This is an optimization exercise on Yosys and OpenROAD, whose aim is small area, a short achievable clock period and few clock cycles per item, not a production implementation.
RTL that was checked went through simulation tests only; none was proved equivalent to the original.
The flow treats the clock pin as an ideal source, which a real chip does not have.
Power figures rest on the tool's default switching activity, not on a simulated workload.

==> build 75 <==
==> flow/design.v <==
module fastInvSqrt #(
    parameter INT_WIDTH = 12,       
    parameter FRACT_WIDTH = 4        
    )
    (
    input wire clk,
    input wire rst_n,
    input wire [INT_WIDTH+FRACT_WIDTH-1:0] data_in,
    input wire valid_in,
    output reg ready_in,
    output wire [INT_WIDTH+FRACT_WIDTH-1:0] data_out,
    output reg valid_out,
    input wire ready_out
    );
    localparam WORD_WIDTH = INT_WIDTH + FRACT_WIDTH;
    wire [15:0] x = data_in;
    wire [5:0] s;
    wire n23, n24, n25, n26, n27, n28, n29, n30, n31, n32;
    wire n33, n34, n35, n36, n37, n38, n39, n40, n41, n42;
    wire n43, n44, n45, n46, n47, n48, n49, n50, n51, n52;
    wire n53, n54, n55, n56, n57, n58, n59, n60, n61, n62;
    wire n63, n64, n65, n66, n67, n68, n69, n70, n71, n72;
    wire n73, n75, n76, n77, n78, n79, n80, n81, n82, n83;
    wire n84, n85, n86, n87, n88, n89, n90, n91, n92, n93;
    wire n94, n95, n96, n97, n98, n100, n101, n102, n104, n105;
    wire n106, n107, n108, n110, n112;
    assign n23 = ~x[4] & ~x[3];
    assign n24 = ~x[1] & n23;
    assign n25 = ~x[6] & ~n24;
    assign n26 = ~x[4] & x[0];
    assign n27 = ~x[3] & ~x[2];
    assign n28 = ~x[1] & n27;
    assign n29 = ~n26 & n28;
    assign n30 = ~x[4] & x[2];
    assign n31 = ~x[6] & ~x[5];
    assign n32 = ~n30 & n31;
    assign n33 = ~n29 & n32;
    assign n34 = ~n25 & ~n33;
    assign n35 = ~x[4] & ~n27;
    assign n36 = x[4] & ~x[3];
    assign n37 = ~n35 & ~n36;
    assign n38 = ~x[5] & ~n26;
    assign n39 = x[1] & ~n38;
    assign n40 = n37 & n39;
    assign n41 = ~n34 & ~n40;
    assign n42 = ~x[5] & ~x[2];
    assign n43 = ~n37 & n42;
    assign n44 = x[2] & n37;
    assign n45 = ~x[9] & ~n44;
    assign n46 = ~n43 & n45;
    assign n47 = n41 & n46;
    assign n48 = ~x[8] & ~x[7];
    assign n49 = ~x[5] & n23;
    assign n50 = x[2] & x[1];
    assign n51 = n49 & ~n50;
    assign n52 = ~x[9] & x[6];
    assign n53 = ~n51 & n52;
    assign n54 = ~n48 & ~n53;
    assign n55 = ~x[7] & x[6];
    assign n56 = x[5] & n55;
    assign n57 = ~x[12] & ~x[11];
    assign n58 = ~x[10] & n57;
    assign n59 = ~x[13] & n58;
    assign n60 = ~n56 & n59;
    assign n61 = ~n54 & n60;
    assign n62 = ~n47 & n61;
    assign n63 = ~x[15] & ~x[14];
    assign n64 = ~x[13] & n63;
    assign n65 = ~x[9] & n58;
    assign n66 = x[8] & n65;
    assign n67 = n64 & ~n66;
    assign n68 = ~x[6] & n48;
    assign n69 = n24 & n42;
    assign n70 = n68 & n69;
    assign n71 = n63 & n65;
    assign n72 = n70 & n71;
    assign n73 = ~n67 & ~n72;
    assign s[0] = ~n62 & ~n73;
    assign n75 = x[6] & ~n69;
    assign n76 = ~x[7] & ~n75;
    assign n77 = x[8] & ~n76;
    assign n78 = ~x[13] & n71;
    assign n79 = ~n77 & n78;
    assign n80 = x[6] & ~n49;
    assign n81 = ~x[5] & ~x[3];
    assign n82 = ~n28 & n81;
    assign n83 = x[4] & ~n82;
    assign n84 = x[5] & ~x[2];
    assign n85 = x[3] & x[1];
    assign n86 = ~n84 & n85;
    assign n87 = ~x[6] & ~n86;
    assign n88 = ~n83 & n87;
    assign n89 = ~n80 & ~n88;
    assign n90 = ~n48 & ~n51;
    assign n91 = ~x[7] & n51;
    assign n92 = ~n90 & ~n91;
    assign n93 = ~n89 & n92;
    assign n94 = n79 & ~n93;
    assign n95 = x[10] & x[9];
    assign n96 = ~n70 & n95;
    assign n97 = n57 & n64;
    assign n98 = ~n96 & n97;
    assign s[1] = ~n94 & n98;
    assign n100 = n48 & n78;
    assign n101 = ~n80 & n100;
    assign n102 = ~n33 & n101;
    assign s[2] = n79 & ~n102;
    assign n104 = n23 & n41;
    assign n105 = ~n28 & ~n35;
    assign n106 = ~x[5] & ~n105;
    assign n107 = ~x[6] & n106;
    assign n108 = ~n104 & n107;
    assign s[3] = n101 & ~n108;
    assign n110 = ~n34 & n106;
    assign s[4] = n100 & n110;
    assign n112 = n68 & n82;
    assign s[5] = n94 & n112;
    reg [5:0] result;    
    wire full_next = valid_in | ~ready_in;   
    always @(posedge clk) begin
        if (!rst_n) begin
            valid_out <= 1'b0;
            ready_in <= 1'b1;
        end else begin
            valid_out <= ready_out & full_next;
            ready_in <= ready_out | ~full_next;
        end
    end
    always @(posedge clk) begin
        if (ready_in) result <= s;
    end
    assign data_out = {{(WORD_WIDTH-7){1'b0}}, result[4] & result[3] & result[2],
                       result[5:1], result[0] ^ result[1]};
endmodule
==> flow/flow/run.sh <==
#!/bin/bash
# The standard layout, except:
#  - synthesis maps the logic with flow/abc_custom.script, a light mapping
#    that keeps the RTL's and-inverter graph, instead of ORFS's
#    abc_speed.script (the rest of the synthesis script is the standard flow's own);
#  - port buffers are buf_1 cells;
#  - the constant outputs share one tie cell.
set -euo pipefail
here=$PWD
# A scripts folder that is ORFS's, with abc_speed.script replaced.
mkdir -p scripts_custom
for f in "$FLOW_HOME"/scripts/*; do ln -sf "$f" scripts_custom/; done
rm -f scripts_custom/abc_speed.script
cp flow/abc_custom.script scripts_custom/abc_speed.script
cat > synth_custom.tcl <<EOT
set ::env(SCRIPTS_DIR) $here/scripts_custom
source $here/synth_recipe.tcl
EOT
bash standard.sh SYNTH_SCRIPT=$here/synth_custom.tcl synth > synth.log 2>&1
bash standard.sh "BUFFER_PORTS_ARGS=-buffer_cell sky130_fd_sc_hd__buf_1" SKIP_REPAIR_TIE_FANOUT=1 finish > standard.log 2>&1
==> flow/flow/abc_custom.script <==
strash
dch
map -B 0.3
topo
stime -c
==> flow/standard.sh <==
#!/bin/bash
# synth_recipe.tcl (not shown) runs the flow's synth.tcl, then flattens the netlist and writes it again
# the make line also repeats each setting of config.mk as NAME=value (left out here)
make -C /OpenROAD-flow-scripts/flow DESIGN_CONFIG=/design/flow/config.mk WORK_HOME=/design/flow/orfs CLKGATE_MAP_FILE= SYNTH_SCRIPT=/design/flow/synth_recipe.tcl "${@:-finish}"
==> flow/config.mk <==
export PLATFORM = sky130hd
export DESIGN_NAME = fastInvSqrt
export DESIGN_NICKNAME = fastInvSqrt
export VERILOG_FILES = /design/flow/design.v
export SDC_FILE = /design/flow/constraint.sdc
export NUM_CORES = 4
export LEC_CHECK = 0
export CAP_MARGIN = 20
export CORE_AREA = 2.5 2.5 61.5 61.5
export DIE_AREA = 0 0 64 64
export SLEW_MARGIN = 20
==> flow/constraint.sdc <==
create_clock -name core_clock -period 12.5 [get_ports {clk}]
set_input_delay 2.5000 -clock core_clock [delete_from_list [all_inputs] [get_ports {clk}]]
set_output_delay 2.5000 -clock core_clock [all_outputs]
set_load 0.01 [all_outputs]
==> inputs of trial 32, as changes to build 75 <==
==> flow/design.v, changed modules only <==
module fastInvSqrt #(
    parameter INT_WIDTH = 12,       
    parameter FRACT_WIDTH = 4        
    )
    (
    input wire clk,
    input wire rst_n,
    input wire [INT_WIDTH+FRACT_WIDTH-1:0] data_in,
    input wire valid_in,
    output reg ready_in,
    output wire [INT_WIDTH+FRACT_WIDTH-1:0] data_out,
    output reg valid_out,
    input wire ready_out
    );
    localparam WORD_WIDTH = INT_WIDTH + FRACT_WIDTH;
    function automatic [6:0] rsqrt_q4(input [15:0] x);
        begin
            if      (x == 16'd0)     rsqrt_q4 = 7'd0;
            else if (x <  16'd2)     rsqrt_q4 = 7'd93;
            else if (x <  16'd3)     rsqrt_q4 = 7'd45;
            else if (x <  16'd4)     rsqrt_q4 = 7'd44;
            else if (x <  16'd6)     rsqrt_q4 = 7'd32;
            else if (x <  16'd8)     rsqrt_q4 = 7'd26;
            else if (x <  16'd10)    rsqrt_q4 = 7'd23;
            else if (x <  16'd12)    rsqrt_q4 = 7'd20;
            else if (x <  16'd14)    rsqrt_q4 = 7'd18;
            else if (x <  16'd16)    rsqrt_q4 = 7'd17;
            else if (x <  16'd18)    rsqrt_q4 = 7'd16;
            else if (x <  16'd20)    rsqrt_q4 = 7'd15;
            else if (x <  16'd24)    rsqrt_q4 = 7'd14;
            else if (x <  16'd28)    rsqrt_q4 = 7'd13;
            else if (x <  16'd32)    rsqrt_q4 = 7'd12;
            else if (x <  16'd38)    rsqrt_q4 = 7'd11;
            else if (x <  16'd46)    rsqrt_q4 = 7'd10;
            else if (x <  16'd58)    rsqrt_q4 = 7'd9;
            else if (x <  16'd72)    rsqrt_q4 = 7'd8;
            else if (x <  16'd96)    rsqrt_q4 = 7'd7;
            else if (x <  16'd134)   rsqrt_q4 = 7'd6;
            else if (x <  16'd198)   rsqrt_q4 = 7'd5;
            else if (x <  16'd322)   rsqrt_q4 = 7'd4;
            else if (x <  16'd608)   rsqrt_q4 = 7'd3;
            else if (x <  16'd1538)  rsqrt_q4 = 7'd2;
            else if (x <  16'd8194)  rsqrt_q4 = 7'd1;
            else                     rsqrt_q4 = 7'd0;
        end
    endfunction
    reg [6:0] result;    
    wire full_next = valid_in | ~ready_in;   
    always @(posedge clk) begin
        if (!rst_n) begin
            valid_out <= 1'b0;
            ready_in <= 1'b1;
        end else begin
            valid_out <= ready_out & full_next;
            ready_in <= ready_out | ~full_next;
        end
    end
    always @(posedge clk) begin
        if (ready_in) result <= rsqrt_q4(data_in);
    end
    assign data_out = {{(WORD_WIDTH-7){1'b0}}, result};
endmodule
--- a/flow/flow/run.sh
+++ b/flow/flow/run.sh
@@ -1,6 +1,5 @@
 #!/bin/bash
 # The standard layout, except:
-#  - synthesis maps the logic with flow/abc_custom.script, a light mapping
-#    that keeps the RTL's and-inverter graph, instead of ORFS's
+#  - synthesis maps the logic with flow/abc_custom.script instead of ORFS's
 #    abc_speed.script (the rest of the synthesis script is the standard flow's own);
 #  - port buffers are buf_1 cells;
==> flow/flow/abc_custom.script (replaced) <==
strash
dc2
collapse
strash
dc2
dc2
dch
map -B 0.3
topo
stime -c
==> inputs of trial 43, as changes to build 75 <==
--- a/flow/flow/run.sh
+++ b/flow/flow/run.sh
@@ -5,5 +5,5 @@
 #    abc_speed.script (the rest of the synthesis script is the standard flow's own);
 #  - port buffers are buf_1 cells;
-#  - the constant outputs share one tie cell.
+#  - the constant outputs share one tie cell;
 set -euo pipefail
 here=$PWD
@@ -18,3 +18,3 @@
 EOT
 bash standard.sh SYNTH_SCRIPT=$here/synth_custom.tcl synth > synth.log 2>&1
-bash standard.sh "BUFFER_PORTS_ARGS=-buffer_cell sky130_fd_sc_hd__buf_1" SKIP_REPAIR_TIE_FANOUT=1 finish > standard.log 2>&1
+bash standard.sh "BUFFER_PORTS_ARGS=-buffer_cell sky130_fd_sc_hd__buf_1" SKIP_REPAIR_TIE_FANOUT=1 POST_CTS_TCL=$here/flow/post_cts.tcl finish > standard.log 2>&1
==> flow/flow/abc_custom.script (replaced) <==
strash
dch
map
topo
stime -c
==> flow/flow/post_cts.tcl (new file) <==
source [file join [file dirname [info script]] sizeopt.tcl]
size_for_area_period $::env(FLOW_PERIOD_NS)
detailed_placement
check_placement -verbose
==> flow/flow/sizeopt.tcl (new file) <==
proc so_eval {} {
  estimate_parasitics -placement
  set ends [find_timing_paths -path_delay max -group_path_count $::so_k -endpoint_path_count 1]
  set ws [get_property [lindex $ends 0] slack]
  set sum 0.0
  foreach e $ends { set sum [expr {$sum + [get_property $e slack]}] }
  return [list [expr {[rsz::design_area] * 1e12 * ($::so_period - $ws)}] $sum]
}
proc so_better {a b} {
  lassign $a m1 s1
  lassign $b m2 s2
  if {$m1 < $m2 - 1e-6} { return 1 }
  if {$m1 <= $m2 + 1e-9 && $s1 > $s2 + 1e-6} { return 1 }
  return 0
}
proc so_family {inst} {
  set m [get_name [get_property $inst liberty_cell]]
  if {![regexp {^(sky130_fd_sc_hd__[a-z0-9]+)_(\d+)$} $m -> base drive]} { return {} }
  set out {}
  foreach lc [get_lib_cells ${base}_*] {
    set n [get_name $lc]
    if {[regexp "^${base}_\\d+\$" $n] && $n ne $m} { lappend out $n }
  }
  return $out
}
proc so_skip {inst} {
  set lc [get_property $inst liberty_cell]
  if {$lc eq "" || $lc eq "NULL"} { return 1 }
  return [regexp {df|clkbuf_|conb|tap|fill} [get_name $lc]]
}
proc so_try {inst best} {
  set orig [get_name [get_property $inst liberty_cell]]
  set bestcell $orig
  foreach c [so_family $inst] {
    replace_cell $inst $c
    set v [so_eval]
    if {[so_better $v $best]} { set best $v; set bestcell $c }
  }
  replace_cell $inst $bestcell
  return [list $best [expr {$bestcell ne $orig}] $bestcell]
}
proc size_for_area_period {period {k 8}} {
  set ::so_period $period
  set ::so_k $k
  set best [so_eval]
  puts "sizeopt: start $best"
  for {set pass 0} {$pass < 40} {incr pass} {
    set changed 0
    set insts {}
    foreach e [find_timing_paths -path_delay max -group_path_count $k -endpoint_path_count 1] {
      foreach pt [get_property $e points] {
        if {[catch {set inst [get_cells -of_objects [get_property $pt pin]]}] || $inst eq ""} { continue }
        if {[lsearch -exact $insts [get_name $inst]] < 0} { lappend insts [get_name $inst] }
      }
    }
    foreach name $insts {
      set inst [get_cells $name]
      if {[so_skip $inst]} { continue }
      lassign [so_try $inst $best] best ch cell
      if {$ch} { incr changed; puts "sizeopt: $name -> $cell $best" }
    }
    if {!$changed} { break }
  }
  foreach inst [get_cells *] {
    if {[so_skip $inst]} { continue }
    lassign [so_try $inst $best] best ch cell
    if {$ch} { puts "sizeopt: [get_name $inst] -> $cell $best" }
  }
  puts "sizeopt: end $best"
}
==> tab_implementation.tex <==
\begin{tabular}{lr}
\hline
Metric & Value \\
\hline
\multicolumn{2}{l}{\textbf{Run status}} \\
\quad Outcome & complete, no violations \\
\multicolumn{2}{l}{\textbf{Power}} \\
\quad Peak ir drop on the vdd network & around 0.013 mV \\
\multicolumn{2}{l}{\textbf{Placed design}} \\
\quad Number of cells after detailed placement & 193 \\
\multicolumn{2}{l}{\textbf{Finish}} \\
\quad Clock network share of area & roughly 2.8\% \\
\quad Layout multi-input combinational cell count & 93 \\
\quad Most frequent cells in the layout & 28 x buf\_1, 24 x nand2\_1, 21 x nor2\_1 \\
\multicolumn{2}{l}{\textbf{Timing}} \\
\quad Ratio of final minimum period to clock period & $\sim$30\% \\
\multicolumn{2}{l}{\textbf{Worst setup path}} \\
\quad Bufs and invs on worst path & 1 \\
\multicolumn{2}{l}{\textbf{Floorplan}} \\
\quad Initial cell density of the core & 24.7\% \\
\multicolumn{2}{l}{\textbf{Yosys}} \\
\quad Post-synthesis average cell area & 6.45 µm² \\
\quad Leading post-synthesis cells by cell area & edfxtp\_1 25\%, nand2\_1 11\%, nor2\_1 9.5\% \\
\multicolumn{2}{l}{\textbf{Clocking}} \\
\quad Quantity of gates resized following cts & 0 \\
\multicolumn{2}{l}{\textbf{Global routing}} \\
\quad Met1 Track Usage GR & 10.7\% \\
\hline
\end{tabular}
# the run above: trial 32

==> tab_implementation.tex <==
\begin{tabular}{lr}
\hline
Metric & Value \\
\hline
\multicolumn{2}{l}{\textbf{Run status}} \\
\quad Outcome & complete, no violations \\
\multicolumn{2}{l}{\textbf{Power}} \\
\quad Peak ir drop on the vdd network & 0.0146 mV \\
\quad Group with the largest share of power & registers \\
\multicolumn{2}{l}{\textbf{Clocking}} \\
\quad Clock latency reported for the late side of the worst-skew pair & 0.25 ns \\
\quad Quantity of gates resized following cts & 0 \\
\multicolumn{2}{l}{\textbf{Worst setup path}} \\
\quad Bufs and invs on worst path & 2 \\
\multicolumn{2}{l}{\textbf{Placed design}} \\
\quad Number of cells after detailed placement & between 150 and 200 \\
\multicolumn{2}{l}{\textbf{Yosys}} \\
\quad Flop and latch count out of synthesis & 8 \\
\quad Post-synthesis average cell area & between 6 and 7 µm² \\
\multicolumn{2}{l}{\textbf{Global routing}} \\
\quad Met1 Track Usage GR & 10.5\% \\
\multicolumn{2}{l}{\textbf{Timing}} \\
\quad Ratio of final minimum period to clock period & 28.8\% \\
\multicolumn{2}{l}{\textbf{Finish}} \\
\quad Most frequent cells in the layout & 28 x buf\_1, 23 x nand2\_1, 16 x clkinv\_1 \\
\hline
\end{tabular}
# the run above: build 75

==> tab_implementation.tex <==
\begin{tabular}{lr}
\hline
Metric & Value \\
\hline
\multicolumn{2}{l}{\textbf{Run status}} \\
\quad Outcome & complete, no violations \\
\multicolumn{2}{l}{\textbf{Floorplan}} \\
\quad Initial cell density of the core & 22.5\% \\
\multicolumn{2}{l}{\textbf{Yosys}} \\
\quad Post-Synth Simple-Gate Area & around 30\% \\
\quad Leading post-synthesis cells by cell area & edfxtp\_1 24\%, buf\_4 14\%, nand3\_1 8.0\% \\
\quad Area of the mapped netlist & 749 µm² \\
\multicolumn{2}{l}{\textbf{Placed design}} \\
\quad Number of cells after detailed placement & 169 \\
\multicolumn{2}{l}{\textbf{Power}} \\
\quad Peak ir drop on the vdd network & between 0.015 and 0.02 mV \\
\multicolumn{2}{l}{\textbf{Finish}} \\
\quad Layout multi-input combinational cell count & 73 \\
\quad Most frequent cells in the layout & 25 x buf\_1, 15 x nand2\_1, 14 x clkinv\_1 \\
\multicolumn{2}{l}{\textbf{Timing}} \\
\quad Ratio of final minimum period to clock period & 27.6\% \\
\multicolumn{2}{l}{\textbf{Global routing}} \\
\quad Met1 Track Usage GR & between 9 and 10\% \\
\hline
\end{tabular}
# the run above: trial 43

Testbench counts of trial 32, summed over its fixed seeds: cycles 1,028, items 1,024.
For build 75 and trial 43, only the layout was checked, not whether the RTL still works.

-- re-timing with driven ports --
No port has a modelled driver above. Below, the same layouts with a new extraction and two added sets of constraints.
Step 1: set_driving_cell puts a clkbuf_16 on clk and a buf_2 on each other input, an assumption about the parent block.
Step 2 times the ports against the registers' clock, not the clock port: input delays grow and output delays shrink by t, the midpoint of the rising clock arrivals with the driver on.
Slacks: no drivers / after step 1 / after step 2; pairs: no drivers / after step 1.
run | shift t [ns] | setup slack, ns | cell pins on the clock port's net
build 75 | 0.263 | 8.904 / 8.898 / 8.635 | 1
trial 32 | 0.268 | 8.716 / 8.715 / 8.448 | 1
trial 43 | 0.258 | 9.044 / 9.036 / 8.785 | 1
After both steps setup and hold are still met in every run listed. The setup slack of build 75, which loses most, moves by -0.006 ns with the drivers and by -0.269 ns with both steps.
